What follows belongs to an exercise in optimizing a design on an open flow for a short achievable clock period and few clock cycles; a production flow would make more cautious choices. No functional check of the RTL was part of any run shown here. No activity file was given, so power comes from the tool's default toggle rates.

--- flow/constraint.sdc ---
create_clock -name core_clock -period 6.0 [get_ports {clk}]
set_input_delay 1.2000 -clock core_clock [delete_from_list [all_inputs] [get_ports {clk}]]
set_output_delay 1.2000 -clock core_clock [all_outputs]
set_load 0.01 [all_outputs]
--- flow/design.v ---
parameter ADD     = 4'b0000;
parameter SUB     = 4'b0001;
parameter AND     = 4'b0010;
parameter OR      = 4'b0011;
parameter XOR     = 4'b0100;
parameter NOT     = 4'b0101;
parameter MOV     = 4'b0110;
parameter NOP     = 4'b0111;
parameter LOAD    = 4'b1000;
parameter STORE   = 4'b1001;
parameter LOAD_IM = 4'b1010;
parameter BRN_Z   = 4'b1011;
parameter BRN_N   = 4'b1100;
parameter BRN_O   = 4'b1101;
parameter BRN     = 4'b1110;
module microprocessor #(parameter N = 8, ROM_addressBits = 6, RF_addressBits = 3) (
  input  logic                           clk             ,
  input  logic                           rst_n           ,
  input  logic [ 3+2*(RF_addressBits):0] ROM_data        ,
  input  logic [                  N-1:0] SRAM_data       ,
  output logic                           overflowPC      ,
  output logic                           ROM_readEnable  ,
  output logic                           SRAM_readEnable ,
  output logic                           SRAM_writeEnable,
  output logic [    ROM_addressBits-1:0] ROM_address     ,
  output logic [(2**RF_addressBits)-1:0] SRAM_address    ,
  output logic [                  N-1:0] SRAM_data_in
);
parameter ADD     = 4'b0000;
parameter SUB     = 4'b0001;
parameter AND     = 4'b0010;
parameter OR      = 4'b0011;
parameter XOR     = 4'b0100;
parameter NOT     = 4'b0101;
parameter MOV     = 4'b0110;
parameter NOP     = 4'b0111;
parameter LOAD    = 4'b1000;
parameter STORE   = 4'b1001;
parameter LOAD_IM = 4'b1010;
parameter BRN_Z   = 4'b1011;
parameter BRN_N   = 4'b1100;
parameter BRN_O   = 4'b1101;
parameter BRN     = 4'b1110;
  function automatic logic [15:0] prefix8(input logic [7:0] g, input logic [7:0] t);
    logic [7:0] G, T;
    G = g; T = t;
    for (int l = 0; l < 3; l++)
      for (int i = 0; i < 8; i++)
        if ((i >> l) & 1) begin
          G[i] = G[i] | (T[i] & G[((i >> l) << l) - 1]);
          T[i] = T[i] & T[((i >> l) << l) - 1];
        end
    prefix8 = {G, T};
  endfunction
  function automatic logic [7:0] add8(input logic [7:0] a, input logic [7:0] b,
                                      input logic cin);
    logic [7:0] G, T, c;
    {G, T} = prefix8(a & b, a | b);
    c = {G[6:0] | (T[6:0] & {7{cin}}), cin};
    add8 = (a ^ c) ^ b;
  endfunction
  function automatic logic [5:0] inc6(input logic [5:0] x);
    inc6 = x ^ {&x[4:0], &x[3:0], &x[2:0], &x[1:0], x[0], 1'b1};
  endfunction
  logic [7:0] R [0:7];           
  logic [2:0] F;                 
  logic       ov_reg;            
  logic       dead;              
  logic [5:0] FA;                
  logic [5:0] FAo;               
  logic       re;                
  logic       rv;                
  logic [5:0] rpc;               
  logic       rpred;             
  logic       rfold;             
  logic       stl;               
  logic       kv;
  logic [9:0] kir;
  logic [5:0] kpc;
  logic       kpred, kfold;
  logic       iv;
  logic [9:0] ir;
  logic [5:0] ipc;
  logic       ipred, ifold;
  logic       ilast;             
  logic [5:0] ipc1;              
  localparam int NA = 8, NB = 4;
  logic [NA-1:0] av;
  logic [5:0]    atag [NA];
  logic [5:0]    aT   [NA];
  logic [2:0]    aptr;
  logic [NB-1:0] bv;
  logic [5:0]    btag [NB];
  logic [5:0]    bT   [NB];
  logic [1:0]    bptr;
  logic       ta_v, tb_v, tc_v, tn_v;
  logic [5:0] t_i, t_im1, t_tgt;
  logic       l_v;               
  logic [5:0] l_pc;              
  logic       l_brn;             
  logic       e_v;
  logic       e_wr;              
  logic       e_fl;              
  logic       e_clr;             
  logic       e_ld;              
  logic [2:0] e_dst;
  logic       e_cen;             
  logic       e_and, e_or;       
  logic [7:0] e_A, e_B;
  logic       e_cin;
  logic       w_v;
  logic [2:0] w_dst;
  logic [7:0] e_g, e_t, e_G, e_T, e_c, e_k, sum, e_res;
  logic       e_cout, e_ovf, e_z;
  always_comb begin
    e_g   = e_A & e_B;
    e_t   = e_A | e_B;
    {e_G, e_T} = prefix8(e_g, e_t);
    e_c   = {(e_G[6:0] & {7{e_cen}}) | (e_T[6:0] & {7{e_cin}}), e_cin};
    sum   = (e_A ^ e_c) ^ e_B;
    e_res = e_and ? e_g : e_or ? e_t : sum;
    e_cout = e_G[7] | (e_T[7] & e_cin);
    e_ovf = e_cen & (e_c[7] ^ e_cout);
    e_k   = e_cen ? {e_t[6:0], e_cin} : 8'd0;
    e_z   = e_and ? ~|e_g : e_or ? ~|e_t : &(~((e_A ^ e_k) ^ e_B));
  end
  wire e_wen = e_v & e_wr;
  logic [2:0] Fn;
  always_comb begin
    if (e_v & e_clr)     Fn = 3'b000;
    else if (e_v & e_fl) Fn = {e_ovf, e_res[7], e_z};
    else                 Fn = F;
  end
  wire       ivld = iv & ~ov_reg & ~dead;
  wire [3:0] op   = ir[9:6];
  wire [2:0] fa   = ir[5:3];
  wire [2:0] fb   = ir[2:0];
  wire is_alu2 = (op == ADD) | (op == SUB) | (op == AND) | (op == OR) | (op == XOR);
  wire is_not  = (op == NOT);
  wire is_mov  = (op == MOV);
  wire is_ld   = (op == LOAD);
  wire is_st   = (op == STORE);
  wire is_ldi  = (op == LOAD_IM);
  wire is_cbr  = (op == BRN_Z) | (op == BRN_N) | (op == BRN_O);
  wire is_brn  = (op == BRN);
  wire is_und  = (op == 4'hF);
  wire is_br   = is_cbr | is_brn;
  wire [2:0] sa = is_not ? 3'd1 : fa;
  logic [7:0] va, vb;
  always_comb begin
    if (e_wen && e_dst == sa)    va = e_res;
    else if (w_v && w_dst == sa) va = SRAM_data;
    else                         va = R[sa];
    if (e_wen && e_dst == fb)    vb = e_res;
    else if (w_v && w_dst == fb) vb = SRAM_data;
    else                         vb = R[fb];
  end
  wire uses_a = is_alu2 | is_not | is_st;
  wire uses_b = is_alu2 | is_not | is_mov | is_ld | is_st;
  wire stall  = ivld & e_v & e_ld & ((uses_a & (e_dst == sa)) | (uses_b & (e_dst == fb)));
  wire go     = ivld & ~stall;
  wire [7:0] tsum  = add8({2'b00, ipc}, {3'b000, ir[4:0]} ^ {8{ir[5]}}, ir[5]);
  wire [5:0] itgt  = tsum[5:0];
  wire       itoor = tsum[6];
  logic cond;
  always_comb begin
    case (op)
      BRN_Z:   cond = Fn[0];
      BRN_N:   cond = Fn[1];
      BRN_O:   cond = Fn[2];
      default: cond = 1'b0;
    endcase
  end
  wire c_tk     = is_cbr & cond;
  wire c_nt     = is_cbr & ~cond;
  wire redirect = go & ((~itoor & ((is_brn & ~ipred) | (c_tk & ~ipred))) |
                        (c_nt & ipred & ~ilast));
  wire [5:0] rd_tgt = c_nt ? ipc1 : itgt;
  wire d_halt   = go & ((is_brn | c_tk) ? itoor : (~is_und & ilast));
  wire [9:0] s_ir   = stl ? kir   : ROM_data;
  wire       s_v    = stl ? kv    : rv;
  wire [5:0] s_pc   = stl ? kpc   : rpc;
  wire       s_pred = stl ? kpred : rpred;
  wire       s_fold = stl ? kfold : rfold;
  assign ROM_address    = FAo;
  assign ROM_readEnable = re;
  assign overflowPC     = ov_reg;
  logic       f_hita, f_hitb;
  logic [5:0] f_ta, f_tb;
  always_comb begin
    f_hita = 1'b0; f_ta = 6'd0;
    for (int i = 0; i < NA; i++)
      if (av[i] && atag[i] == FA) begin f_hita = 1'b1; f_ta = f_ta | aT[i]; end
    f_hitb = 1'b0; f_tb = 6'd0;
    for (int i = 0; i < NB; i++)
      if (bv[i] && btag[i] == FA) begin f_hitb = 1'b1; f_tb = f_tb | bT[i]; end
  end
  wire [5:0] fa_next    = f_hita ? f_ta : f_hitb ? f_tb : inc6(FA);
  logic [NA-1:0] wa_m;
  logic [NB-1:0] wb_m;
  always_comb begin
    for (int i = 0; i < NA; i++) wa_m[i] = av[i] && atag[i] == t_i;
    for (int i = 0; i < NB; i++) wb_m[i] = bv[i] && btag[i] == t_im1;
  end
  logic [5:0] FA_n, FAo_n;
  logic       stl_n;
  always_comb begin
    if (redirect)        begin FA_n = rd_tgt;     stl_n = 0; end
    else begin
      FA_n  = stl ? FA : fa_next;
      stl_n = stall;
    end
    if (redirect)        FAo_n = rd_tgt;
    else                 FAo_n = stl ? FAo : fa_next;
  end
  always_ff @(posedge clk or negedge rst_n) begin
    if (!rst_n) begin
      FA <= 0; FAo <= 0; re <= 1; rv <= 0; rpred <= 0; stl <= 0; kv <= 0; kpred <= 0;
      iv <= 0; ipred <= 0;
      ta_v <= 0; tb_v <= 0; tc_v <= 0; tn_v <= 0; l_v <= 0;
      ov_reg <= 0; dead <= 0;
      av <= 0; aptr <= 0; bv <= 0; bptr <= 0;
      e_v <= 0; w_v <= 0;
      SRAM_readEnable <= 0; SRAM_writeEnable <= 0;
      F <= 0;
    end else begin
      FA  <= FA_n;
      FAo <= FAo_n;
      stl <= stl_n;
      re  <= ~stl_n;
      if (redirect) begin
        rv  <= 0;
        iv  <= 0;
      end else begin
        if (!stl) begin
          rv    <= 1'b1;
          rpred <= f_hita;
        end
        if (stall) begin
          kv    <= rv;
          kpred <= rpred;
        end else begin
          iv    <= s_v;
          ipred <= s_pred;
        end
      end
      if (d_halt) ov_reg <= 1;
      if (go & is_und) dead <= 1;
      ta_v <= go & is_brn & ~itoor;
      tb_v <= go & is_brn & ~itoor & l_v & ~l_brn & (inc6(l_pc) == ipc);
      tc_v <= go & c_tk & ~itoor & ~ipred;
      tn_v <= go & c_nt & ipred;
      if (go) l_v <= 1;
      if (ta_v | tc_v) begin
        if (wa_m == 0) begin av[aptr] <= 1'b1; aptr <= aptr + 3'd1; end
      end
      if (tn_v) av <= av & ~wa_m;
      if (tb_v) begin
        if (wb_m == 0) begin bv[bptr] <= 1'b1; bptr <= bptr + 2'd1; end
      end
      e_v <= go;
      w_v <= e_v & e_ld;
      SRAM_readEnable  <= go & is_ld;
      SRAM_writeEnable <= go & is_st;
      F <= Fn;
    end
  end
  always_ff @(posedge clk) begin
    if (!stl) begin
      rpc   <= FA;
      rfold <= ~f_hita & f_hitb;
    end
    if (stall) begin
      kir   <= ROM_data;
      kpc   <= rpc;
      kfold <= rfold;
    end else begin
      ir    <= s_ir;
      ipc   <= s_pc;
      ifold <= s_fold;
      ilast <= (s_pc == 6'd63);
      ipc1  <= inc6(s_pc);
    end
    e_wr  <= is_alu2 | is_not | is_mov | is_ldi;
    e_fl  <= is_alu2 | is_not | is_mov;
    e_clr <= is_br | ifold;
    e_ld  <= is_ld;
    e_dst <= fa;
    e_cen <= (op == ADD) | (op == SUB);
    e_and <= (op == AND);
    e_or  <= (op == OR) | (op == MOV) | ~(is_alu2 | is_not);
    e_A   <= (is_mov | ~(is_alu2 | is_not)) ? 8'd0 : va;
    e_B   <= (op == SUB) ? ~vb : (is_alu2 | is_not | is_mov) ? vb : {{5{fb[2]}}, fb};
    e_cin <= (op == SUB);
    SRAM_address <= is_st ? va : vb;
    SRAM_data_in <= vb;
    w_dst <= e_dst;
    t_i   <= ipc;
    t_im1 <= ipc - 6'd1;
    t_tgt <= itgt;
    if (go) begin
      l_pc  <= ipc;
      l_brn <= is_brn;
    end
    for (int i = 0; i < NA; i++)
      if ((ta_v | tc_v) && (wa_m[i] || (wa_m == 0 && aptr == i))) begin
        atag[i] <= t_i;
        aT[i]   <= t_tgt;
      end
    for (int i = 0; i < NB; i++)
      if (tb_v && (wb_m[i] || (wb_m == 0 && bptr == i))) begin
        btag[i] <= t_im1;
        bT[i]   <= t_tgt;
      end
  end
  always_ff @(posedge clk or negedge rst_n) begin
    if (!rst_n) begin
      for (int i = 0; i < 8; i++) R[i] <= (i == 1) ? 8'hFF : 8'h00;
    end else begin
      for (int i = 0; i < 8; i++) begin
        if (e_wen && e_dst == i)      R[i] <= e_res;
        else if (w_v && w_dst == i)   R[i] <= SRAM_data;
      end
    end
  end
endmodule
--- flow/config.mk ---
export PLATFORM = sky130hd
export DESIGN_NAME = microprocessor
export DESIGN_NICKNAME = microprocessor
export VERILOG_FILES = /design/flow/design.v
export SDC_FILE = /design/flow/constraint.sdc
export NUM_CORES = 4
export LEC_CHECK = 0
export CAP_MARGIN = 20
export CORE_MARGIN = 2
export CORE_UTILIZATION = 40
export SETUP_SLACK_MARGIN = 3.5
export SLEW_MARGIN = 20
--- flow/run.sh ---
#!/bin/bash
# synth_recipe.tcl (not shown) runs the flow's synth.tcl, then flattens the netlist and writes it again
# the make line also repeats each setting of config.mk as NAME=value (left out here)
make -C /OpenROAD-flow-scripts/flow DESIGN_CONFIG=/design/flow/config.mk WORK_HOME=/design/flow/orfs CLKGATE_MAP_FILE= SYNTH_SCRIPT=/design/flow/synth_recipe.tcl finish
==> results.txt, run 1 <==
first-pass GRT wire length=81,600 µm; WL final=55,100 µm; Max Freq=0.362 GHz; Mapped Cells=1,727; Internal=6.59 mW; Core Footprint=47,400 µm²; placed cell count=2,287; largest area contributor in the netlist=edfxtp_1; Netlist Area Pre-Place=19,100 µm²; vias in the first global route=13,688; CTS max path bufs=3; combinational group share of total power=32.9%; area growth from synthesis to layout=25.6%; cell row count=80; max_slew headroom=34.9%; port buffer count=45; CP required=6.46 ns; Clk pwr share=25.2%; Sequential Power Share=41.9%; Yosys reg bits=372; Most flops, register=R; num ports=46; total CTS buffers=42; Die Y=222 µm; power per cell area=424 nW/µm²; Vias per Instance=5.68; final worst path period share=46.0%; P_leak=9.04 nW; crit path max fanout=5; number of synthesized flops with an enable pin=199; DRC Markers=0; Non-Filler Instances=2,548; VDD IR max=0.000229 V; Setup CP Type=reg2reg; WP data arrival=3.22 ns; Final ANT Viol Nets=0; GRT overflow=0; Fin Setup TNS=0 ns; Synth Flop Type=edfxtp_1; switching part of the total power=35.1%; slew of the pin with the lowest slew margin=0.974 ns; RSZ-0062 raised after global routing=true; largest net degree at the start of global routing=110; detailed-route via count=14,476; Setup Skew=0.0299 ns; Clk Latency, worst-skew pair=0.58 ns; count of final setup violators=0; drt initial violations=1,522; HPWL Detailed=34,600 µm; startpoint types=flip-flop; sw power=3.56 mW; number of H-tree levels=2; Largest register FFs=64; Mapped Avg Cell Area=11.0 µm²; Final Max Tran Viols=0; status=finished clean; synth unique cells=91; Total GRT Usage=21.1%; post-synth net total=1,772; fraction of layout cells with a size suffix above 1=26.7%; Hold WS=0.439 ns; Top Registers=R x64, aT x48, atag x48; max_cap viols=0; clk sinks=372; RD Place Congestion=0.849; Fillers=4,161; flop-to-flop setup slack=3.24 ns; HP Class=reg2reg; router iterations before antenna repair=6; Die X=222 µm; post-synthesis sequential area ratio=52.4%; Final Hold Vio Count=0; asr flop ratio synth=29.3%; CTS tree=built; Pwr Total=10.2 mW; Diodes inserted=0; post-synth top area share=31.3%; minimum clock period=2.76 ns; antenna violations before repair=0; CP endpoint kind=flip-flop; die area=49,400 µm²; Reg clk slew, reported paths=0.06 ns; ranking of synthesized cells by area=edfxtp_1 31%, dfrtp_1 13%, dfxtp_1 6.7%; DR WL/cell=21.6 µm; Total Nets Final=1,944; CTS root buf=clkbuf_16; Initial Util=40.2%; warnings from Yosys=6
-- cell type report --
| class | count | area, µm² | share of cell area (%) |
|---|---|---|---|
| Clock buffer | 53 | 1140 | 4.77 |
| Clock inverter | 25 | 233 | 0.971 |
| Inverter | 43 | 178 | 0.741 |
| Multi-Input combinational cell | 1199 | 9380 | 39.2 |
| Sequential cell | 372 | 10100 | 42.2 |
| Tap cell | 615 | 769 | 3.21 |
| Timing Repair Buffer | 240 | 2140 | 8.92 |
| Timing Repair inverter | 1 | 5.00 | 0.0209 |
-- final timing paths --
path,startpoint,to,cells after the start
worst min-delay path,ifold,e_clr,1
min in group asynchronous,rst_n,aptr[0],2
max in group asynchronous,rst_n,R[2][6],2
worst max register to register,ir[0],FAo[5],12
worst max-delay path,ir[0],FAo[5],12
worst min register to register,ifold,e_clr,1
-- what timing repair did --
action                     4_1_cts  5_1_grt
setup buffers                   90       81
cloned                           1       10
gates resized for setup        162      131
setup endpoints to repair      304      234
pin swaps                       26       49
hold buffers                     0        0
hold endpoints to repair         0        0
-- cell usage in the layout (no fill, tap or decap), types with 33 or more instances in the layout --
master	netlist	layout
nand2_1	158	141
nand4_1	33	33
mux2i_1	87	83
xnor2_1	111	110
mux2_2	37	33
o21ai_0	89	66
xor2_1	85	81
dfxtp_1	64	34
dfrtp_1	100	93
edfxtp_1	199	199
a21oi_1	61	59
buf_4	4	154
nor2_1	82	79
clkbuf_16	0	44
inv_1	41	35
-- cells in the mapped netlist (17+ instances only) --
| library cell | count |
|---|---|
| nand4_1 | 33 |
| clkbuf_1 | 71 |
| nand2b_1 | 24 |
| xor2_1 | 85 |
| buf_1 | 18 |
| dfrtp_1 | 100 |
| nor4_1 | 25 |
| o211ai_1 | 29 |
| mux2_2 | 37 |
| nor3_1 | 26 |
| dfxtp_1 | 64 |
| nand2_1 | 158 |
| a221oi_1 | 17 |
| nand3_1 | 30 |
| a21oi_1 | 61 |
| nor2_1 | 82 |
| buf_2 | 26 |
| inv_1 | 41 |
| edfxtp_1 | 199 |
| ha_1 | 25 |
| a22oi_1 | 25 |
| mux2i_1 | 87 |
| xnor2_1 | 111 |
| o21ai_0 | 89 |
-- power by group through the flow --
stage | registers (mW) | clock network, mW | logic (mW)
final | 4.25 | 2.56 | 3.34
after global routing | 4.33 | 2.70 | 3.63
after CTS | 4.25 | 2.59 | 2.96
after detailed placement | 4.44 | 0 | 2.46
after global placement | 4.41 | 0 | 2.42
after floorplan | 3.83 | 0 | 2.16
-- through the flow --
step | util (%) | worst slack, ns | cell area, µm²
6_report | 50.5 | 3.24 | 24000
3_3_place_gp | 42.6 | 2.52 | 20200
5_1_grt | 50.5 | 3.16 | 24000
3_5_place_dp | 42.6 | 2.50 | 20200
2_1_floorplan | - | 3.42 | 19400
4_1_cts | 47.9 | 3.26 | 22700
-- metal layers --
metal / routed length [µm] / track usage, %
met1: 25300 / 30.8
met4: 1120 / 5.76
met5: 0 / 0
met3: 3820 / 3.50
met2: 24900 / 32.6
-- cells by family after synthesis --
family / after synthesis / share of synthesized area, %
multiplexers: 135 / 7.93
buffers and inverters: 163 / 3.50
AND/OR/NAND/NOR: 473 / 12.5
flip-flops: 372 / 52.4
adder cells (fa/ha/maj): 27 / 1.74
AO/OA/AOI/OAI: 361 / 12.9
XOR/XNOR: 196 / 9.00
-- critical path: stages (launching register included) --
cell	delay (ns)
edfxtp_1	0.43
buf_12	0.16
nand3b_1	0.19
o2111ai_4	0.13
buf_4	0.17
a221oi_2	0.07
nor4_2	0.30
buf_4	0.17
a221o_1	0.16
nand3_2	0.09
o21bai_4	0.21
o32ai_4	0.22
mux2_4	0.33
==> inputs of run 2 (changes only) <==
--- a/flow/design.v
+++ b/flow/design.v
@@ -75,4 +75,5 @@
   logic       rfold;             
   logic       stl;               
+  logic       hz;                
   logic       kv;
   logic [9:0] kir;
@@ -156,7 +157,5 @@
     else                         vb = R[fb];
   end
-  wire uses_a = is_alu2 | is_not | is_st;
-  wire uses_b = is_alu2 | is_not | is_mov | is_ld | is_st;
-  wire stall  = ivld & e_v & e_ld & ((uses_a & (e_dst == sa)) | (uses_b & (e_dst == fb)));
+  wire stall  = ivld & hz;
   wire go     = ivld & ~stall;
   wire [7:0] tsum  = add8({2'b00, ipc}, {3'b000, ir[4:0]} ^ {8{ir[5]}}, ir[5]);
@@ -179,4 +178,11 @@
   wire d_halt   = go & ((is_brn | c_tk) ? itoor : (~is_und & ilast));
   wire [9:0] s_ir   = stl ? kir   : ROM_data;
+  wire [3:0] s_op   = s_ir[9:6];
+  wire       s_not  = (s_op == NOT);
+  wire       s_alu2 = (s_op == ADD) | (s_op == SUB) | (s_op == AND) | (s_op == OR) | (s_op == XOR);
+  wire       s_usea = s_alu2 | s_not | (s_op == STORE);
+  wire       s_useb = s_alu2 | s_not | (s_op == MOV) | (s_op == LOAD) | (s_op == STORE);
+  wire [2:0] s_sa   = s_not ? 3'd1 : s_ir[5:3];
+  wire       hz_n   = go & is_ld & s_v & ((s_usea & (s_sa == fa)) | (s_useb & (s_ir[2:0] == fa)));
   wire       s_v    = stl ? kv    : rv;
   wire [5:0] s_pc   = stl ? kpc   : rpc;
@@ -221,5 +227,5 @@
       ov_reg <= 0; dead <= 0;
       av <= 0; aptr <= 0; bv <= 0; bptr <= 0;
-      e_v <= 0; w_v <= 0;
+      e_v <= 0; w_v <= 0; hz <= 0;
       SRAM_readEnable <= 0; SRAM_writeEnable <= 0;
       F <= 0;
@@ -261,4 +267,5 @@
       e_v <= go;
       w_v <= e_v & e_ld;
+      hz  <= hz_n;
       SRAM_readEnable  <= go & is_ld;
       SRAM_writeEnable <= go & is_st;
==> results.txt, run 2 <==
CP required=6.47 ns; Die X=222 µm; power per cell area=419 nW/µm²; crit path max fanout=7; commonest non-fill, non-tap cell in the layout=edfxtp_1; HP Class=reg2reg; Fillers=4,110; CTS tree=built; placed cell count=2,279; Synth Flop Type=edfxtp_1; Worst path slowest cell=edfxtp_1; DRC Markers=0; most frequent cells in the layout=199 x edfxtp_1, 142 x nand2_1, 125 x buf_4; post-synth top area share=31.3%; GRT overflow=0; Core Footprint=47,400 µm²; Vias per Instance=5.79; Setup Skew=0.0199 ns; port buffer count=45; Clk Latency, worst-skew pair=0.58 ns; Die Y=222 µm; delay-heaviest family, CP=compound AO/OA/AOI/OAI gates; CP peak stage delay=0.52 ns; crit path cell chain=buf_6, a21oi_4, o31ai_4, nor2_4, a211o_1, maj3_2, a22oi_2, buf_4, a31o_4, mux2_4; worst path bufs/invs=2; WP data arrival=3.27 ns; area growth from synthesis to layout=24.8%; count of final setup violators=0; number of H-tree levels=2; ranking of synthesized cells by area=edfxtp_1 31%, dfrtp_1 13%, dfxtp_1 6.7%; Largest register FFs=64; first-pass GRT wire length=85,300 µm; Mapped Cells=1,701; Diodes inserted=0; detailed-route via count=14,379; largest area contributor in the netlist=edfxtp_1; minimum clock period=2.81 ns; WL final=55,400 µm; final worst path period share=46.8%; Mapped Avg Cell Area=11.2 µm²; max_slew headroom=20.3%; status=finished clean; warnings from Yosys=6; post-synthesis sequential area ratio=52.5%; hold bufs inserted after CTS=0; post-synth net total=1,745; Total GRT Usage=22.2%; P_leak=8.94 nW; Total Nets Final=1,880; num ports=46; Most flops, register=R; cell row count=80; asr flop ratio synth=29.5%; antenna violations before repair=0; synth cell count leaders=199 x edfxtp_1, 157 x nand2_1, 108 x xnor2_1, 101 x dfrtp_1, 99 x mux2i_1; Fin Setup TNS=0 ns; max_cap viols=0; synth unique cells=98; Yosys reg bits=373; total CTS buffers=41; Netlist Area Pre-Place=19,100 µm²; drt initial violations=1,491; Initial Util=40.2%; fraction of layout cells with a size suffix above 1=26.6%; clk sinks=373; CP endpoint kind=flip-flop; slew of the pin with the lowest slew margin=1.19 ns; Top Registers=R x64, aT x48, atag x48; Reg clk slew, reported paths=0.07 ns; die area=49,500 µm²; Setup CP Type=reg2reg; number of synthesized flops with an enable pin=199; vias in the first global route=14,293; HPWL Detailed=35,600 µm; Final Max Tran Viols=0; Final ANT Viol Nets=0; CTS root buf=clkbuf_16; largest net degree at the start of global routing=68; VDD IR max=0.000278 V; router iterations before antenna repair=7; CTS max path bufs=3; Hold WS=0.441 ns; RD Place Congestion=0.866; startpoint types=flip-flop; most common cell in the netlist=edfxtp_1; Max Freq=0.356 GHz; Non-Filler Instances=2,484; Final Hold Vio Count=0; DR WL/cell=22.3 µm; RSZ-0062 raised after global routing=true
-- run 2: cell count changes after synthesis, moves of 10 or more --
cell,before,now
a21oi_1,61,71
o211ai_1,29,10
mux2i_1,87,99
a31oi_1,10,20
nor3_1,26,37
-- run 2: cell families after synthesis --
| kind of cell | synth area share, % |
|---|---|
| compound gates | 12.4 |
| xor+xnor | 8.99 |
| fa+ha+maj | 1.68 |
| buf+inv | 3.48 |
| flops | 52.5 |
| mux | 9.32 |
| simple gates | 11.6 |
-- run 2: layout make-up --
cell class	count	area (µm²)	area share, %
clock inverters	23	280	1.18
clock buffers	53	1100	4.62
well taps	615	769	3.23
multi-input cells	1173	9440	39.6
repair buffers	207	1970	8.29
flip-flops and latches	373	10100	42.4
inverters	40	159	0.667
-- run 2: repair_timing --
action | CTS | global route
setup buffers | 101 | 22
resized for setup | 206 | 97
cloned | 4 | 1
endpoints found under the setup margin | 255 | 89
pin swaps | 41 | 32
-- run 2: path summary, 6_finish.rpt --
path	cells past startpoint	startpoint	slack [ns]	endpoint
worst max-delay path	10	ir[0]	3.19	FAo[3]
worst min-delay path	1	ifold	0.44	e_clr
worst max register to register	10	ir[0]	3.19	FAo[3]
worst min register to register	1	ifold	0.44	e_clr
max in group asynchronous	2	rst_n	3.95	FAo[1]
min in group asynchronous	1	rst_n	0.75	R[0][4]
-- run 2: metal layers --
| metal | wire, µm | track usage, % | share of wire, % | up-vias |
|---|---|---|---|---|
| met5 | 0 | 0 | 0 | - |
| met4 | 1870 | 8.05 | 3.4 | 0 |
| met3 | 3280 | 3.41 | 5.9 | 120 |
| met2 | 27100 | 37.7 | 49 | 541 |
| met1 | 23200 | 28.8 | 42 | 7203 |
| li1 | - | - | - | 6515 |
-- run 2: power by group --
group          leakage, nW  internal [mW]  switching (mW)
Clock                0.674           1.53            1.08
Combinational         4.57           1.52            1.64
Sequential            3.69           3.45           0.767
-- run 2: per-stage QoR --
stage	area, µm²	power (mW)	utilization, %	setup slack [ns]
final	23800	9.99	50.2	3.19
after global routing	23800	10.5	50.2	3.16
after detailed placement	20300	6.80	42.8	2.68
after floorplan	19400	5.85	-	3.38
after global placement	20300	6.75	42.8	2.72
after CTS	23300	9.84	49.0	3.24
==> inputs of run 3 (changes only) <==
--- a/flow/config.mk
+++ b/flow/config.mk
@@ -8,5 +8,5 @@
 export CAP_MARGIN = 20
 export CORE_MARGIN = 2
-export CORE_UTILIZATION = 40
+export CORE_UTILIZATION = 65
 export SETUP_SLACK_MARGIN = 3.5
 export SLEW_MARGIN = 20
==> results.txt, run 3 <==
HP Class=reg2reg; Adder-Cell Fraction of Synth Area=1.68%; total CTS buffers=37; Final ANT Viol Nets=0; complex-gate fraction of the synthesized area=12.4%; asr flop ratio synth=29.5%; CTS max path bufs=3; final worst path period share=46.6%; CP peak stage delay=0.42 ns; CP required=6.45 ns; HPWL Detailed=32,300 µm; post-synth top area share=31.3%; Max Freq=0.358 GHz; DR WL/cell=23.3 µm; most frequent cells in the layout=199 x edfxtp_1, 148 x nand2_1, 119 x buf_4; vias in the first global route=14,342; synth unique cells=98; startpoint types=flip-flop; warnings from Yosys=6; max_slew headroom=25.0%; Final Hold Vio Count=0; CTS tree=built; count of final setup violators=0; Most flops, register=R; commonest non-fill, non-tap cell in the layout=edfxtp_1; die area=30,800 µm²; GRT overflow=0; most common cell in the netlist=edfxtp_1; ranking of synthesized cells by area=edfxtp_1 31%, dfrtp_1 13%, dfxtp_1 6.7%; Core Footprint=28,800 µm²; Setup CP Type=reg2reg; Die Y=175 µm; first-pass GRT wire length=79,600 µm; xor-xnor portion of the synthesized cell area=8.99%; Total GRT Usage=33.2%; Hold Crit Start=e_ld; largest area contributor in the netlist=edfxtp_1; antenna violations before repair=1; status=finished clean; number of H-tree levels=2; largest net degree at the start of global routing=57; detailed-route via count=14,418; Yosys reg bits=373; Synth Flop Type=edfxtp_1; Clk Latency, worst-skew pair=0.55 ns; power per cell area=418 nW/µm²; main combinational cell family by area after synthesis=compound AO/OA/AOI/OAI gates; post-synthesis sequential area ratio=52.5%; port buffer count=45; RSZ-0062 raised after global routing=true; DRC Markers=0; slew of the pin with the lowest slew margin=1.12 ns; synth cell count leaders=199 x edfxtp_1, 157 x nand2_1, 108 x xnor2_1, 101 x dfrtp_1, 99 x mux2i_1; minimum clock period=2.79 ns; CP endpoint kind=flip-flop; Netlist Area Pre-Place=19,100 µm²; clk sinks=373; Worst path slowest cell=edfxtp_1; P_leak=8.74 nW; WP data arrival=3.25 ns; Reg clk slew, reported paths=0.07 ns; Top Registers=R x64, aT x48, atag x48; Mapped Avg Cell Area=11.2 µm²; Fin Setup TNS=0 ns; cell row count=62; Diodes inserted=0; VDD IR max=0.000281 V; num ports=46; crit path max fanout=6; CTS root buf=clkbuf_16; Die X=175 µm; WL final=52,000 µm; hold bufs inserted after CTS=0; fraction of layout cells with a size suffix above 1=24.0%; simple-gate area share of the yosys netlist=11.6%; Final Max Tran Viols=0; post-synthesis mux area share=9.32%; post-synth net total=1,745; Vias per Instance=6.46; router iterations before antenna repair=5; Setup Skew=0.0253 ns; RR Startpoint=ir[1]; Setup WS post-layout=3.21 ns; Place WS=2.73 ns; Total Nets Final=1,862; Mapped Cells=1,701; RD Place Congestion=0.920; max_cap viols=0; area growth from synthesis to layout=20.9%; Largest register FFs=64; drt initial violations=1,439; Initial Util=66.3%; Worst Setup SP=ir[1]; number of synthesized flops with an enable pin=199; crit path cell chain=buf_12, nor2b_4, o32ai_4, a211oi_2, a211o_1, maj3_2, a22oi_2, buf_4, a31o_4, buf_6, mux2i_1
run 3: cell counts after synthesis:
Identical to the previous run, type by type.
run 3: worst paths after layout:
path	to	slack, ns	cells past startpoint
max	FAo[2]	3.21	11
min	w_v	0.43	1
max reg2reg	FAo[2]	3.21	11
min reg2reg	w_v	0.43	1
max in group asynchronous	R[0][0]	3.91	2
min in group asynchronous	aptr[0]	0.77	1
run 3: timing repair:
| action | CTS | global route |
|---|---|---|
| pin swaps | 28 | 32 |
| buffers inserted | 80 | 39 |
| endpoints found under the setup margin | 238 | 198 |
| gates cloned | 2 | 1 |
| gates resized for setup | 150 | 98 |
run 3: through the flow:
step	util (%)	hold slack [ns]	cell area [µm²]	power (mW)	cells
detailed placement	69.4	0.441	20000	6.72	2041
global route	80.2	0.459	23100	10.1	2231
global placement	69.4	0.430	20000	6.63	2041
CTS	77.7	0.436	22400	9.36	2191
finish	80.2	0.432	23100	9.66	2231
floorplan	-	0.329	19400	5.85	1701
run 3: layout make-up:
cell class                 count  area (µm²)
sequential                   373       10100
clock buffer                  57        1100
inverter                      40         161
clock inverter                11         131
tap                          384         480
timing repair buffer         194        1840
multi-input combinational   1172        9250
fill                        1754        5700
run 3: per-layer routing:
layer,wire length (µm),track usage (%)
met2,26400,57.9
met1,20200,42.5
met5,13,0
met3,3270,3.90
met4,2110,13.4
run 3: cell families after synthesis:
family,Yosys count
xor gates and xnor gates,196
buffers and inverters,156
muxes,156
DFF,373
AOI/OAI and AO/OA,344
adders and majority gates,26
and+or+nand+nor,450
run 3: power breakdown:
part,internal (mW),switching [mW],total (mW)
Combinational,1.49,1.62,3.11
Sequential,3.45,0.767,4.22
Clock,1.33,0.995,2.33
run 3: critical path, delay by kind of cell, from the launching register on:
kind	cells	cell delay [ns]
compound gates	5	1.18
buf+inv	3	0.44
flops	1	0.42
fa+ha+maj	1	0.31
mux	1	0.22
simple gates	1	0.12
==> inputs of run 4 (changes only) <==
--- a/flow/design.v
+++ b/flow/design.v
@@ -85,4 +85,6 @@
   logic       ipred, ifold;
   logic       ilast;             
+  logic [2:0] i_sa, i_sm;        
+  logic [5:0] i_pcm1;            
   logic [5:0] ipc1;              
   localparam int NA = 8, NB = 4;
@@ -147,13 +149,15 @@
   wire is_und  = (op == 4'hF);
   wire is_br   = is_cbr | is_brn;
-  wire [2:0] sa = is_not ? 3'd1 : fa;
-  logic [7:0] va, vb;
+  logic [7:0] va, vb, vm;
   always_comb begin
-    if (e_wen && e_dst == sa)    va = e_res;
-    else if (w_v && w_dst == sa) va = SRAM_data;
-    else                         va = R[sa];
-    if (e_wen && e_dst == fb)    vb = e_res;
-    else if (w_v && w_dst == fb) vb = SRAM_data;
-    else                         vb = R[fb];
+    if (e_wen && e_dst == i_sa)    va = e_res;
+    else if (w_v && w_dst == i_sa) va = SRAM_data;
+    else                           va = R[i_sa];
+    if (e_wen && e_dst == fb)      vb = e_res;
+    else if (w_v && w_dst == fb)   vb = SRAM_data;
+    else                           vb = R[fb];
+    if (e_wen && e_dst == i_sm)    vm = e_res;
+    else if (w_v && w_dst == i_sm) vm = SRAM_data;
+    else                           vm = R[i_sm];
   end
   wire stall  = ivld & hz;
@@ -184,4 +188,5 @@
   wire       s_useb = s_alu2 | s_not | (s_op == MOV) | (s_op == LOAD) | (s_op == STORE);
   wire [2:0] s_sa   = s_not ? 3'd1 : s_ir[5:3];
+  wire [2:0] s_sm   = (s_op == STORE) ? s_ir[5:3] : s_ir[2:0];
   wire       hz_n   = go & is_ld & s_v & ((s_usea & (s_sa == fa)) | (s_useb & (s_ir[2:0] == fa)));
   wire       s_v    = stl ? kv    : rv;
@@ -203,9 +208,9 @@
   end
   wire [5:0] fa_next    = f_hita ? f_ta : f_hitb ? f_tb : inc6(FA);
-  logic [NA-1:0] wa_m;
-  logic [NB-1:0] wb_m;
+  logic [NA-1:0] wa_m, wa_mn;
+  logic [NB-1:0] wb_m, wb_mn;
   always_comb begin
-    for (int i = 0; i < NA; i++) wa_m[i] = av[i] && atag[i] == t_i;
-    for (int i = 0; i < NB; i++) wb_m[i] = bv[i] && btag[i] == t_im1;
+    for (int i = 0; i < NA; i++) wa_mn[i] = av[i] && atag[i] == ipc;
+    for (int i = 0; i < NB; i++) wb_mn[i] = bv[i] && btag[i] == i_pcm1;
   end
   logic [5:0] FA_n, FAo_n;
@@ -284,4 +289,7 @@
     end else begin
       ir    <= s_ir;
+      i_sa  <= s_sa;
+      i_sm  <= s_sm;
+      i_pcm1 <= s_pc - 6'd1;
       ipc   <= s_pc;
       ifold <= s_fold;
@@ -300,9 +308,11 @@
     e_B   <= (op == SUB) ? ~vb : (is_alu2 | is_not | is_mov) ? vb : {{5{fb[2]}}, fb};
     e_cin <= (op == SUB);
-    SRAM_address <= is_st ? va : vb;
+    SRAM_address <= vm;
     SRAM_data_in <= vb;
     w_dst <= e_dst;
     t_i   <= ipc;
-    t_im1 <= ipc - 6'd1;
+    t_im1 <= i_pcm1;
+    wa_m  <= wa_mn;
+    wb_m  <= wb_mn;
     t_tgt <= itgt;
     if (go) begin
--- a/flow/config.mk
+++ b/flow/config.mk
@@ -8,5 +8,5 @@
 export CAP_MARGIN = 20
 export CORE_MARGIN = 2
-export CORE_UTILIZATION = 65
+export CORE_UTILIZATION = 40
 export SETUP_SLACK_MARGIN = 3.5
 export SLEW_MARGIN = 20
==> results.txt, run 4 <==
Vias per Instance=5.80; fin area=24,600 µm²; Synth Flop Type=edfxtp_1; Fin Setup TNS=0 ns; CP endpoint kind=flip-flop; most common cell in the netlist=edfxtp_1; warnings from Yosys=6; GRT overflow=0; port buffer count=45; RSZ-0062 raised after global routing=true; largest net degree at the start of global routing=61; num ports=46; status=finished clean; number of H-tree levels=2; area growth from synthesis to layout=20.6%; slew of the pin with the lowest slew margin=0.969 ns; crit path max fanout=15; crit path cell chain=o21ai_0, xnor2_1, or4_1, a2111o_1, a31oi_2, or3_1, a21o_2, o2111ai_4, o211ai_4, mux2_4; commonest non-fill, non-tap cell in the layout=edfxtp_1; RR Startpoint=e_cen; Core Footprint=50,300 µm²; post-synth net total=1,876; die area=52,800 µm²; Top Registers=R x64, aT x48, atag x48; P_leak=9.24 nW; Die X=230 µm; Place WS=2.56 ns; synth cell count leaders=210 x edfxtp_1, 117 x nand2_1, 113 x a21oi_1, 109 x nor2_1, 107 x xnor2_1; final core occ=48.9%; router iterations before antenna repair=5; final worst path period share=47.4%; CP peak stage delay=0.50 ns; max_cap viols=0; CTS max path bufs=3; Non-Filler Instances=2,649; Final ANT Viol Nets=0; minimum clock period=2.85 ns; Netlist Area Pre-Place=20,400 µm²; detailed-route via count=15,356; first-pass GRT wire length=90,500 µm; DRC Markers=0; Worst path slowest cell=or4_1; RD Place Congestion=0.940; HPWL Detailed=37,800 µm; antenna violations before repair=1; Hold Path Sink=w_v; most frequent cells in the layout=210 x edfxtp_1, 124 x buf_4, 114 x nand2_1; count of final setup violators=0; Hold Crit Start=e_ld; Clk Latency, worst-skew pair=0.60 ns; startpoint types=flip-flop; Mapped Cells=1,832; number of synthesized flops with an enable pin=210; post-synth top area share=30.9%; Final Hold Vio Count=0; WL final=59,300 µm; reg2reg end=rpred; post-synthesis sequential area ratio=51.9%; cell row count=82; flop-to-flop setup slack=3.15 ns; Reg clk slew, reported paths=0.06 ns; Setup WS post-layout=3.15 ns; worst path bufs/invs=0; asr flop ratio synth=27.8%; WP data arrival=3.33 ns; Pwr Total=10.6 mW; power per cell area=430 nW/µm²; Max Freq=0.351 GHz; CP required=6.48 ns; Most flops, register=R; DP Area=21,500 µm²; vias in the first global route=15,136; Largest register FFs=64; Final Max Tran Viols=0; Worst Hold Depth=1; synth unique cells=99; R2R cell count=10; HP Class=reg2reg; total CTS buffers=44; ranking of synthesized cells by area=edfxtp_1 31%, dfrtp_1 12%, dfxtp_1 7.5%; CTS root buf=clkbuf_16; Diodes inserted=0; clk sinks=396; Yosys reg bits=396; Total Nets Final=1,985; delay-heaviest family, CP=compound AO/OA/AOI/OAI gates; placed cell count=2,462; DR WL/cell=22.4 µm; Initial Util=40.6%; largest area contributor in the netlist=edfxtp_1; Setup CP Type=reg2reg; VDD IR max=0.000272 V; Total GRT Usage=22.0%; Hold WS=0.443 ns; Mapped Avg Cell Area=11.1 µm²; hold bufs inserted after CTS=0; fraction of layout cells with a size suffix above 1=22.3%; CTS tree=built; Setup Skew=0.0491 ns; max_slew headroom=35.4%; drt initial violations=1,576; Die Y=230 µm
run 4: changes by cell type after synthesis, moves of 8 or more:
cell,before,now
edfxtp_1,199,210
dfxtp_1,64,76
buf_2,28,15
nor2_1,91,109
clkbuf_1,67,84
a21oi_1,71,113
nand2_1,157,117
xor2_1,88,102
inv_1,36,46
a22o_1,15,23
nand2b_1,20,10
nor4_1,25,35
a211oi_1,12,27
run 4: layout make-up:
cell class / count / area, µm²
Timing Repair Buffer: 192 / 1750
Clock inverter: 16 / 226
Fill cell: 4507 / 25700
Sequential cell: 396 / 10700
Clock buffer: 66 / 1260
Multi-Input combinational cell: 1256 / 9640
Tap cell: 672 / 841
Inverter: 51 / 226
run 4: repair_timing:
item | in CTS | in global routing
endpoints found under the setup margin | 120 | 104
cloned | 2 | 0
pin swaps | 30 | 41
setup buffers | 71 | 32
gates resized for setup | 154 | 102
run 4: cells by family after synthesis:
| family | count (synthesis) | share of synthesized area, % |
|---|---|---|
| compound gates | 439 | 14.5 |
| simple gates | 438 | 10.8 |
| flops | 396 | 51.9 |
| xor+xnor | 210 | 9.06 |
| buf+inv | 180 | 3.94 |
| mux | 144 | 8.22 |
| fa+ha+maj | 25 | 1.53 |
run 4: layer usage:
metal | vias to the layer above | routed length (µm) | track usage [%]
li1 | 6990 | - | -
met1 | 7665 | 26200 | 30.9
met2 | 577 | 27000 | 34.5
met3 | 124 | 4070 | 3.27
met4 | 0 | 1990 | 7.82
met5 | - | 0 | 0
run 4: worst max-delay path by stage:
stage,from,end,slack (ns),depth (start not counted)
6_report,e_cen,rpred,3.15,10
5_1_grt,e_cen,rpred,3.05,10
4_1_cts,e_A[3],rpred,3.13,11
3_5_place_dp,e_B[3],FAo[0],2.56,10
3_3_place_gp,e_cen,rpred,2.66,9
2_1_floorplan,ov_reg,kfold,2.99,2
run 4: power breakdown:
part / switching [mW] / internal (mW)
Sequential: 0.754 / 3.64
Combinational: 1.78 / 1.61
Clock: 1.15 / 1.64
Total: 3.69 / 6.90
==> inputs of run 5 (changes only) <==
--- a/flow/design.v
+++ b/flow/design.v
@@ -84,4 +84,8 @@
   logic [5:0] ipc;
   logic       ipred, ifold;
+  logic       i_brn_np;          
+  logic       i_cbr_np;          
+  logic       i_cbr_p;           
+  logic [2:0] i_csel;            
   logic       ilast;             
   logic [2:0] i_sa, i_sm;        
@@ -99,4 +103,5 @@
   logic       ta_v, tb_v, tc_v, tn_v;
   logic [5:0] t_i, t_im1, t_tgt;
+  logic       t_toor;
   logic       l_v;               
   logic [5:0] l_pc;              
@@ -131,6 +136,6 @@
   logic [2:0] Fn;
   always_comb begin
-    if (e_v & e_clr)     Fn = 3'b000;
-    else if (e_v & e_fl) Fn = {e_ovf, e_res[7], e_z};
+    if (e_clr)     Fn = 3'b000;
+    else if (e_fl) Fn = {e_ovf, e_res[7], e_z};
     else                 Fn = F;
   end
@@ -166,22 +171,14 @@
   wire [5:0] itgt  = tsum[5:0];
   wire       itoor = tsum[6];
-  logic cond;
-  always_comb begin
-    case (op)
-      BRN_Z:   cond = Fn[0];
-      BRN_N:   cond = Fn[1];
-      BRN_O:   cond = Fn[2];
-      default: cond = 1'b0;
-    endcase
-  end
+  wire cond = |(i_csel & Fn);
   wire c_tk     = is_cbr & cond;
   wire c_nt     = is_cbr & ~cond;
-  wire redirect = go & ((~itoor & ((is_brn & ~ipred) | (c_tk & ~ipred))) |
-                        (c_nt & ipred & ~ilast));
-  wire [5:0] rd_tgt = c_nt ? ipc1 : itgt;
+  wire redirect = go & (i_brn_np | (i_cbr_np & cond) | (i_cbr_p & ~cond));
+  wire [5:0] rd_tgt = ipred ? ipc1 : itgt;
   wire d_halt   = go & ((is_brn | c_tk) ? itoor : (~is_und & ilast));
   wire [9:0] s_ir   = stl ? kir   : ROM_data;
   wire [3:0] s_op   = s_ir[9:6];
   wire       s_not  = (s_op == NOT);
+  wire       s_cbr  = (s_op == BRN_Z) | (s_op == BRN_N) | (s_op == BRN_O);
   wire       s_alu2 = (s_op == ADD) | (s_op == SUB) | (s_op == AND) | (s_op == OR) | (s_op == XOR);
   wire       s_usea = s_alu2 | s_not | (s_op == STORE);
@@ -228,9 +225,9 @@
     if (!rst_n) begin
       FA <= 0; FAo <= 0; re <= 1; rv <= 0; rpred <= 0; stl <= 0; kv <= 0; kpred <= 0;
-      iv <= 0; ipred <= 0;
+      iv <= 0; ipred <= 0; i_brn_np <= 0; i_cbr_np <= 0; i_cbr_p <= 0;
       ta_v <= 0; tb_v <= 0; tc_v <= 0; tn_v <= 0; l_v <= 0;
       ov_reg <= 0; dead <= 0;
       av <= 0; aptr <= 0; bv <= 0; bptr <= 0;
-      e_v <= 0; w_v <= 0; hz <= 0;
+      e_v <= 0; w_v <= 0; hz <= 0; e_fl <= 0; e_clr <= 0;
       SRAM_readEnable <= 0; SRAM_writeEnable <= 0;
       F <= 0;
@@ -240,35 +237,39 @@
       stl <= stl_n;
       re  <= ~stl_n;
+      if (!stl) rpred <= f_hita;
+      if (stall) begin
+        kv    <= rv;
+        kpred <= rpred;
+      end else
+        ipred <= s_pred;
       if (redirect) begin
         rv  <= 0;
         iv  <= 0;
       end else begin
-        if (!stl) begin
-          rv    <= 1'b1;
-          rpred <= f_hita;
-        end
-        if (stall) begin
-          kv    <= rv;
-          kpred <= rpred;
-        end else begin
-          iv    <= s_v;
-          ipred <= s_pred;
-        end
+        if (!stl)   rv <= 1'b1;
+        if (!stall) iv <= s_v;
+      end
+      if (!stall) begin
+        i_brn_np <= (s_ir[9:6] == BRN) & ~s_pred;
+        i_cbr_np <= s_cbr & ~s_pred;
+        i_cbr_p  <= s_cbr & s_pred & (s_pc != 6'd63);
       end
       if (d_halt) ov_reg <= 1;
       if (go & is_und) dead <= 1;
-      ta_v <= go & is_brn & ~itoor;
-      tb_v <= go & is_brn & ~itoor & l_v & ~l_brn & (inc6(l_pc) == ipc);
-      tc_v <= go & c_tk & ~itoor & ~ipred;
+      ta_v <= go & is_brn;
+      tb_v <= go & is_brn & l_v & ~l_brn & (inc6(l_pc) == ipc);
+      tc_v <= go & c_tk & ~ipred;
       tn_v <= go & c_nt & ipred;
       if (go) l_v <= 1;
-      if (ta_v | tc_v) begin
+      if ((ta_v | tc_v) & ~t_toor) begin
         if (wa_m == 0) begin av[aptr] <= 1'b1; aptr <= aptr + 3'd1; end
       end
       if (tn_v) av <= av & ~wa_m;
-      if (tb_v) begin
+      if (tb_v & ~t_toor) begin
         if (wb_m == 0) begin bv[bptr] <= 1'b1; bptr <= bptr + 2'd1; end
       end
-      e_v <= go;
+      e_v   <= go;
+      e_fl  <= go & (is_alu2 | is_not | is_mov);
+      e_clr <= go & (is_br | ifold);
       w_v <= e_v & e_ld;
       hz  <= hz_n;
@@ -290,4 +291,5 @@
       ir    <= s_ir;
       i_sa  <= s_sa;
+      i_csel <= {s_op == BRN_O, s_op == BRN_N, s_op == BRN_Z};
       i_sm  <= s_sm;
       i_pcm1 <= s_pc - 6'd1;
@@ -298,6 +300,4 @@
     end
     e_wr  <= is_alu2 | is_not | is_mov | is_ldi;
-    e_fl  <= is_alu2 | is_not | is_mov;
-    e_clr <= is_br | ifold;
     e_ld  <= is_ld;
     e_dst <= fa;
@@ -316,4 +316,5 @@
     wb_m  <= wb_mn;
     t_tgt <= itgt;
+    t_toor <= itoor;
     if (go) begin
       l_pc  <= ipc;
@@ -321,10 +322,10 @@
     end
     for (int i = 0; i < NA; i++)
-      if ((ta_v | tc_v) && (wa_m[i] || (wa_m == 0 && aptr == i))) begin
+      if ((ta_v | tc_v) && !t_toor && (wa_m[i] || (wa_m == 0 && aptr == i))) begin
         atag[i] <= t_i;
         aT[i]   <= t_tgt;
       end
     for (int i = 0; i < NB; i++)
-      if (tb_v && (wb_m[i] || (wb_m == 0 && bptr == i))) begin
+      if (tb_v && !t_toor && (wb_m[i] || (wb_m == 0 && bptr == i))) begin
         btag[i] <= t_im1;
         bT[i]   <= t_tgt;
==> results.txt, run 5 <==
complex-gate fraction of the synthesized area=13.9%; slew of the pin with the lowest slew margin=1.04 ns; HP Class=reg2reg; GRT overflow=0; Core Footprint=50,300 µm²; synth unique cells=80; minimum clock period=2.84 ns; post-synthesis sequential area ratio=52.8%; Die X=230 µm; hold bufs inserted after CTS=0; most common cell in the netlist=edfxtp_1; Adder-Cell Fraction of Synth Area=1.47%; area growth from synthesis to layout=20.7%; CTS max path bufs=3; Clk Latency, worst-skew pair=0.60 ns; RD Place Congestion=0.907; Vias per Instance=5.74; simple-gate area share of the yosys netlist=11.0%; power per cell area=428 nW/µm²; Mapped Avg Cell Area=11.0 µm²; flop-to-flop setup slack=3.16 ns; drt initial violations=1,410; Setup WS post-layout=3.16 ns; Mapped Cells=1,857; Fillers=4,491; startpoint types=flip-flop; warnings from Yosys=6; crit path max fanout=11; first-pass GRT wire length=89,900 µm; Setup CP Type=reg2reg; Netlist Area Pre-Place=20,400 µm²; Yosys reg bits=403; DRC Markers=0; final worst path period share=47.4%; M3 GR Usage=3.89%; GR Util met2=36.4%; CTS root buf=clkbuf_16; Total Nets Final=1,999; num ports=46; WL final=59,400 µm; Final Max Tran Viols=0; synth cell count leaders=213 x edfxtp_1, 141 x nand2_1, 118 x nor2_1, 111 x xnor2_1, 106 x dfrtp_1; Max Freq=0.352 GHz; post-synth top area share=31.3%; die area=52,900 µm²; Most flops, register=R; VDD IR max=0.000301 V; largest net degree at the start of global routing=49; WP data arrival=3.33 ns; HPWL Detailed=38,100 µm; Setup Skew=0.0257 ns; Die Y=230 µm; clk sinks=403; Place WS=2.29 ns; port buffer count=45; final core occ=49.1%; cell row count=82; xor-xnor portion of the synthesized cell area=9.00%; Total GRT Usage=22.0%; post-synthesis mux area share=8.20%; Worst Hold Depth=0; status=finished clean; multi-input logic area=9720 µm²; CP required=6.49 ns; main combinational cell family by area after synthesis=compound AO/OA/AOI/OAI gates; most frequent cells in the layout=213 x edfxtp_1, 130 x nand2_1, 114 x buf_4; post-synth net total=1,901; P_leak=9.32 nW; CTS tree=built; Final Hold Vio Count=0; fraction of layout cells with a size suffix above 1=21.3%; Final ANT Viol Nets=0; asr flop ratio synth=28.5%; total CTS buffers=44; Diodes inserted=0; largest area contributor in the netlist=edfxtp_1; Largest register FFs=64; detailed-route via count=15,295; vias in the first global route=14,995; CP endpoint kind=flip-flop; DR WL/cell=22.3 µm; Sequential Area=10,900 µm²; commonest non-fill, non-tap cell in the layout=edfxtp_1; Fin Setup TNS=0 ns; GR Layer Usage met1=28.8%; gr busiest metal=met2; number of H-tree levels=2; max_slew headroom=30.4%; Reg clk slew, reported paths=0.06 ns; count of final setup violators=0; ranking of synthesized cells by area=edfxtp_1 31%, dfrtp_1 13%, dfxtp_1 7.3%; max_cap viols=0; Synth Flop Type=edfxtp_1; number of synthesized flops with an enable pin=213; antenna violations before repair=1; Initial Util=40.7%; RSZ-0062 raised after global routing=true; R2R cell count=10; router iterations before antenna repair=5; Pwr Total=10.6 mW; Top Registers=R x64, aT x48, atag x48
[run 5: cell count changes in the layout (fill, tap and decap cells not counted), moves of 6 or more]
cell	delta
a211oi_2	-7
a22oi_1	+9
o21ai_0	+7
clkinv_2	+6
nor2_4	+6
a21oi_1	-16
nor2_1	+6
buf_4	-10
nand2_1	+16
clkbuf_1	-6
nand2_4	+7
[run 5: logic make-up (layout without fill, tap and decap cells)]
kind of cell	Yosys count	in the layout
adder cells (fa/ha/maj)	24	24
AO/OA/AOI/OAI	426	426
AND/OR/NAND/NOR	467	467
buffers and inverters	180	314
flip-flops	403	403
XOR/XNOR	210	210
multiplexers	147	147
[run 5: cell type report]
class                           count  area share, %
Clock buffer                       62           5.24
Clock inverter                     20          0.786
Sequential cell                   403           44.0
Multi-Input combinational cell   1274           39.4
Tap cell                          672           3.41
Inverter                           54          0.887
Timing Repair Buffer              178           6.25
[run 5: timing repair]
action                     in CTS  in global routing
gates resized for setup       144                113
cloned                          1                  1
pin swaps                      14                 33
buffers inserted               51                 50
setup endpoints to repair     196                 66
[run 5: metrics by stage]
step	instance area [µm²]	hold WS, ns	cells
final	24700	0.443	2663
after detailed placement	21600	0.432	2478
after CTS	23800	0.440	2612
after global routing	24700	0.451	2663
after global placement	21600	0.425	2478
after floorplan	20600	0.329	1857
[run 5: power breakdown]
| part | switching [mW] | internal (mW) |
|---|---|---|
| Combinational | 1.82 | 1.52 |
| Sequential | 0.775 | 3.70 |
| Clock | 1.16 | 1.60 |
| Total | 3.75 | 6.82 |
[run 5: per-layer routing]
| layer | vias up | part of all wire (%) |
|---|---|---|
| met1 | 7556 | 42 |
| met3 | 156 | 6.1 |
| met4 | 0 | 4.0 |
| li1 | 7042 | - |
| met5 | - | 0 |
| met2 | 541 | 48 |
[run 5: final timing paths]
kind,from,endpoint
hold reg to reg,rpc[1],kpc[1]
hold / removal,rpc[1],kpc[1]
max in group asynchronous,rst_n,FAo[1]
setup reg to reg,e_B[3],FAo[3]
setup / recovery,e_B[3],FAo[3]
min in group asynchronous,rst_n,R[4][4]
[run 5: critical path, cell delays in order, from the launching register on]
cell      delay [ns]
dfxtp_4         0.43
o22ai_4         0.12
a211oi_4        0.28
o31ai_4         0.10
buf_4           0.16
o31a_1          0.26
nor4b_4         0.38
a311oi_4        0.20
nand2b_4        0.19
a21oi_4         0.29
mux2_4          0.33
==> inputs of run 6 (changes only) <==
--- a/flow/design.v
+++ b/flow/design.v
@@ -117,4 +117,10 @@
   logic [7:0] e_A, e_B;
   logic       e_cin;
+  logic       e_cbr_np, e_cbr_p;   
+  logic       e_cbr_l;           
+  logic [2:0] e_csel;
+  logic [5:0] e_tgt, e_pc, e_pc1;
+  logic       e_toor;
+  logic [7:0] e_wam;             
   logic       w_v;
   logic [2:0] w_dst;
@@ -140,5 +146,11 @@
     else                 Fn = F;
   end
-  wire       ivld = iv & ~ov_reg & ~dead;
+  wire       e_cond  = |(e_csel & F);
+  wire       e_cbr   = e_cbr_np | e_cbr_p | e_cbr_l;
+  wire       e_redir = (e_cbr_np & e_cond & ~e_toor) | (e_cbr_p & ~e_cond);
+  wire       e_halt  = e_cbr & (e_cond ? e_toor : e_cbr_l);
+  wire       e_kill  = e_redir | e_halt;
+  wire [5:0] e_rdt   = e_cond ? e_tgt : e_pc1;
+  wire       ivld = iv & ~ov_reg & ~dead & ~e_kill;
   wire [3:0] op   = ir[9:6];
   wire [2:0] fa   = ir[5:3];
@@ -171,10 +183,7 @@
   wire [5:0] itgt  = tsum[5:0];
   wire       itoor = tsum[6];
-  wire cond = |(i_csel & Fn);
-  wire c_tk     = is_cbr & cond;
-  wire c_nt     = is_cbr & ~cond;
-  wire redirect = go & (i_brn_np | (i_cbr_np & cond) | (i_cbr_p & ~cond));
-  wire [5:0] rd_tgt = ipred ? ipc1 : itgt;
-  wire d_halt   = go & ((is_brn | c_tk) ? itoor : (~is_und & ilast));
+  wire redirect = e_redir | (go & i_brn_np);
+  wire [5:0] rd_tgt = e_redir ? e_rdt : itgt;
+  wire d_halt   = go & (is_brn ? itoor : (~is_cbr & ~is_und & ilast));
   wire [9:0] s_ir   = stl ? kir   : ROM_data;
   wire [3:0] s_op   = s_ir[9:6];
@@ -219,6 +228,5 @@
       stl_n = stall;
     end
-    if (redirect)        FAo_n = rd_tgt;
-    else                 FAo_n = stl ? FAo : fa_next;
+    FAo_n = stl_n ? 6'd0 : FA_n;
   end
   always_ff @(posedge clk or negedge rst_n) begin
@@ -229,5 +237,5 @@
       ov_reg <= 0; dead <= 0;
       av <= 0; aptr <= 0; bv <= 0; bptr <= 0;
-      e_v <= 0; w_v <= 0; hz <= 0; e_fl <= 0; e_clr <= 0;
+      e_v <= 0; e_cbr_np <= 0; e_cbr_p <= 0; e_cbr_l <= 0; w_v <= 0; hz <= 0; e_fl <= 0; e_clr <= 0;
       SRAM_readEnable <= 0; SRAM_writeEnable <= 0;
       F <= 0;
@@ -255,10 +263,10 @@
         i_cbr_p  <= s_cbr & s_pred & (s_pc != 6'd63);
       end
-      if (d_halt) ov_reg <= 1;
+      if (d_halt | e_halt) ov_reg <= 1;
       if (go & is_und) dead <= 1;
       ta_v <= go & is_brn;
       tb_v <= go & is_brn & l_v & ~l_brn & (inc6(l_pc) == ipc);
-      tc_v <= go & c_tk & ~ipred;
-      tn_v <= go & c_nt & ipred;
+      tc_v <= e_cbr_np & e_cond;
+      tn_v <= e_cbr_p & ~e_cond;
       if (go) l_v <= 1;
       if ((ta_v | tc_v) & ~t_toor) begin
@@ -270,4 +278,7 @@
       end
       e_v   <= go;
+      e_cbr_np <= go & i_cbr_np;
+      e_cbr_p  <= go & i_cbr_p;
+      e_cbr_l  <= go & is_cbr & ilast & ~i_cbr_p;
       e_fl  <= go & (is_alu2 | is_not | is_mov);
       e_clr <= go & (is_br | ifold);
@@ -311,10 +322,16 @@
     SRAM_data_in <= vb;
     w_dst <= e_dst;
-    t_i   <= ipc;
+    t_i   <= e_redir ? e_pc : ipc;
+    wa_m  <= e_redir ? e_wam : wa_mn;
+    t_tgt <= e_redir ? e_tgt : itgt;
+    t_toor <= e_redir ? e_toor : itoor;
     t_im1 <= i_pcm1;
-    wa_m  <= wa_mn;
     wb_m  <= wb_mn;
-    t_tgt <= itgt;
-    t_toor <= itoor;
+    e_csel <= i_csel;
+    e_tgt  <= itgt;
+    e_toor <= itoor;
+    e_pc   <= ipc;
+    e_pc1  <= ipc1;
+    e_wam  <= wa_mn;
     if (go) begin
       l_pc  <= ipc;
==> results.txt, run 6 <==
RSZ-0062 raised after global routing=true; Setup WS post-layout=3.26 ns; num ports=46; Fin Setup TNS=0 ns; router iterations before antenna repair=7; first-pass GRT wire length=94,700 µm; CP required=6.49 ns; GR Util met2=34.7%; drt initial violations=1,482; total CTS buffers=49; post-synth top area share=29.8%; port buffer count=45; hold bufs inserted after CTS=0; Vias per Instance=5.83; cell row count=84; GRT overflow=0; Final Hold Vio Count=0; antenna violations before repair=0; Setup CP Type=reg2reg; Internal=7.51 mW; vias in the first global route=15,253; Final ANT Viol Nets=0; Largest register FFs=64; number of synthesized flops with an enable pin=213; Max Freq=0.365 GHz; Initial Util=40.7%; post-synth net total=1,971; Final Max Tran Viols=0; Die Y=236 µm; post-synthesis sequential area ratio=53.8%; Fillers=4,646; Non-Filler Instances=2,750; RD Place Congestion=0.941; Netlist Area Pre-Place=21,500 µm²; most frequent cells in the layout=213 x edfxtp_1, 190 x nand2_1, 111 x nor2_1; number of H-tree levels=2; count of final setup violators=0; M3 GR Usage=3.07%; Clk pwr share=28.0%; detailed-route via count=16,029; warnings from Yosys=6; DRC Markers=0; CTS tree=built; combinational group share of total power=29.3%; DP Area=22,700 µm²; minimum clock period=2.74 ns; HP Class=reg2reg; switching part of the total power=34.5%; largest net degree at the start of global routing=83; Mapped Cells=1,927; placed cell count=2,575; Diodes inserted=0; largest area contributor in the netlist=edfxtp_1; Reg clk slew, reported paths=0.06 ns; asr flop ratio synth=28.0%; die area=55,600 µm²; Sequential Power Share=42.6%; Clk Latency, worst-skew pair=0.61 ns; slew of the pin with the lowest slew margin=1.16 ns; Most flops, register=R; CTS root buf=clkbuf_16; Total GRT Usage=22.0%; WL final=62,500 µm; HPWL Detailed=41,700 µm; power per cell area=445 nW/µm²; Core Footprint=52,900 µm²; Total Nets Final=2,065; CP endpoint kind=flip-flop; P_leak=9.83 nW; fraction of layout cells with a size suffix above 1=20.7%; Yosys reg bits=440; max_cap viols=0; final core occ=48.8%; max_slew headroom=22.6%; clk sinks=440; startpoint types=flip-flop; sw power=3.97 mW; Top Registers=R x64, aT x48, atag x48; gr busiest metal=met2; Setup Skew=0.0428 ns; WP data arrival=3.23 ns; crit path max fanout=5; area growth from synthesis to layout=20.1%; synth unique cells=85; final worst path period share=45.6%; Die X=236 µm; CTS max path bufs=3; fin area=25,800 µm²; GR Layer Usage met1=31.9%; VDD IR max=0.000287 V; synth cell count leaders=213 x edfxtp_1, 195 x nand2_1, 114 x dfrtp_1, 114 x nor2_1, 108 x xnor2_1; ranking of synthesized cells by area=edfxtp_1 30%, dfrtp_1 13%, dfxtp_1 9.7%; DR WL/cell=22.7 µm; status=finished clean; commonest non-fill, non-tap cell in the layout=edfxtp_1; Place WS=2.55 ns; most common cell in the netlist=edfxtp_1; Synth Flop Type=edfxtp_1; Mapped Avg Cell Area=11.2 µm²
## run 6: metal layers
layer / share of wire, % / wire length, µm
met1: 45 / 27900
met2: 46 / 28700
met3: 7.0 / 4400
met4: 2.5 / 1540
met5: 0 / 0
## run 6: cell families (layout without fill, tap and decap cells)
group	after synthesis	in the layout	synth area share, %
simple gates	518	518	11.8
mux	157	157	8.52
xor+xnor	207	207	8.44
buf+inv	175	310	3.30
fa+ha+maj	25	25	1.44
flops	440	440	53.8
compound gates	405	405	12.6
## run 6: repair_timing
item / 4_1_cts / 5_1_grt
setup endpoints to repair: 241 / 203
gates resized for setup: 149 / 70
gates cloned: 3 / 0
pin swaps: 15 / 28
setup buffers: 32 / 48
## run 6: power by group through the flow
stage | Clock [mW] | Sequential [mW] | Combinational, mW
after floorplan | 0 | 4.48 | 2.28
after global placement | 0 | 5.01 | 2.80
after detailed placement | 0 | 5.03 | 2.86
after CTS | 3.28 | 4.93 | 3.10
after global routing | 3.41 | 4.97 | 3.65
final | 3.22 | 4.89 | 3.37
## run 6: final timing paths
kind	from	endpoint	slack, ns	depth (start not counted)
max	ir[1]	t_tgt[5]	3.26	9
min	ipc1[3]	e_pc1[3]	0.34	0
max reg2reg	ir[1]	t_tgt[5]	3.26	9
min reg2reg	ipc1[3]	e_pc1[3]	0.34	0
max in group asynchronous	rst_n	FA[2]	4.18	2
min in group asynchronous	rst_n	aptr[1]	0.60	1
## run 6: layout make-up
type / instances / area [µm²] / share of cell area, %
Sequential cell: 440 / 11600 / 45.0
Multi-Input combinational cell: 1312 / 9890 / 38.3
Clock buffer: 72 / 1470 / 5.68
Timing Repair Buffer: 164 / 1450 / 5.63
Tap cell: 688 / 861 / 3.34
Clock inverter: 20 / 299 / 1.16
Inverter: 53 / 209 / 0.810
Timing Repair inverter: 1 / 7.51 / 0.0291
## run 6: stage by stage
stage               total power, mW  hold slack [ns]
floorplan                      6.76            0.323
finish                         11.5            0.342
global placement               7.80            0.328
global route                   12.0            0.354
detailed placement             7.88            0.327
CTS                            11.3            0.343
## run 6: critical path, cell delays in order, from the launching register on
cell and delay (ns):
edfxtp_1 0.43, buf_12 0.16, o21a_1 0.19, a221o_1 0.33
or3_4 0.35, o2bb2ai_4 0.15, a221o_1 0.31, a22oi_4 0.30
xnor2_2 0.13, mux2_4 0.30

-- port drivers added, routing unchanged --
In the flow no input, the clock included, has a driving cell. The finished layouts below were timed again as built, in two steps. Step 1, drivers: a clkbuf_16 drives clk and a buf_2 each remaining input, both assumed. Step 2 moves the port delays by t, midway between the first and last clock arrival at a register: inputs arrive t later, outputs are due t later. That takes back most of the time a late clock gives input paths. Three values: no drivers, after step 1, after step 2; two values: the first two.
| run | t, ns | setup WS [ns] | worst hold slack (ns) | slew at the worst register clock pin (ns) | cell pins on the clock port's net |
|---|---|---|---|---|---|
| run 1 | 0.624 | 3.240 / 3.240 / 3.138 | 0.439 / 0.439 / 0.439 | 0.06 / 0.06 | 1 |
| run 2 | 0.629 | 3.194 / 3.194 / 2.995 | 0.441 / 0.441 / 0.441 | 0.07 / 0.07 | 1 |
| run 3 | 0.587 | 3.206 / 3.206 / 2.749 | 0.432 / 0.432 / 0.432 | 0.07 / 0.07 | 1 |
| run 4 | 0.635 | 3.155 / 3.155 / 2.976 | 0.443 / 0.443 / 0.443 | 0.07 / 0.07 | 1 |
| run 5 | 0.639 | 3.158 / 3.158 / 2.889 | 0.443 / 0.443 / 0.443 | 0.07 / 0.07 | 1 |
| run 6 | 0.653 | 3.261 / 3.261 / 2.920 | 0.342 / 0.342 / 0.342 | 0.07 / 0.07 | 1 |
After both steps every run listed still meets setup and hold. The setup slack of run 3, which loses most, moves by 0.000 ns with the drivers and by -0.457 ns with both steps.
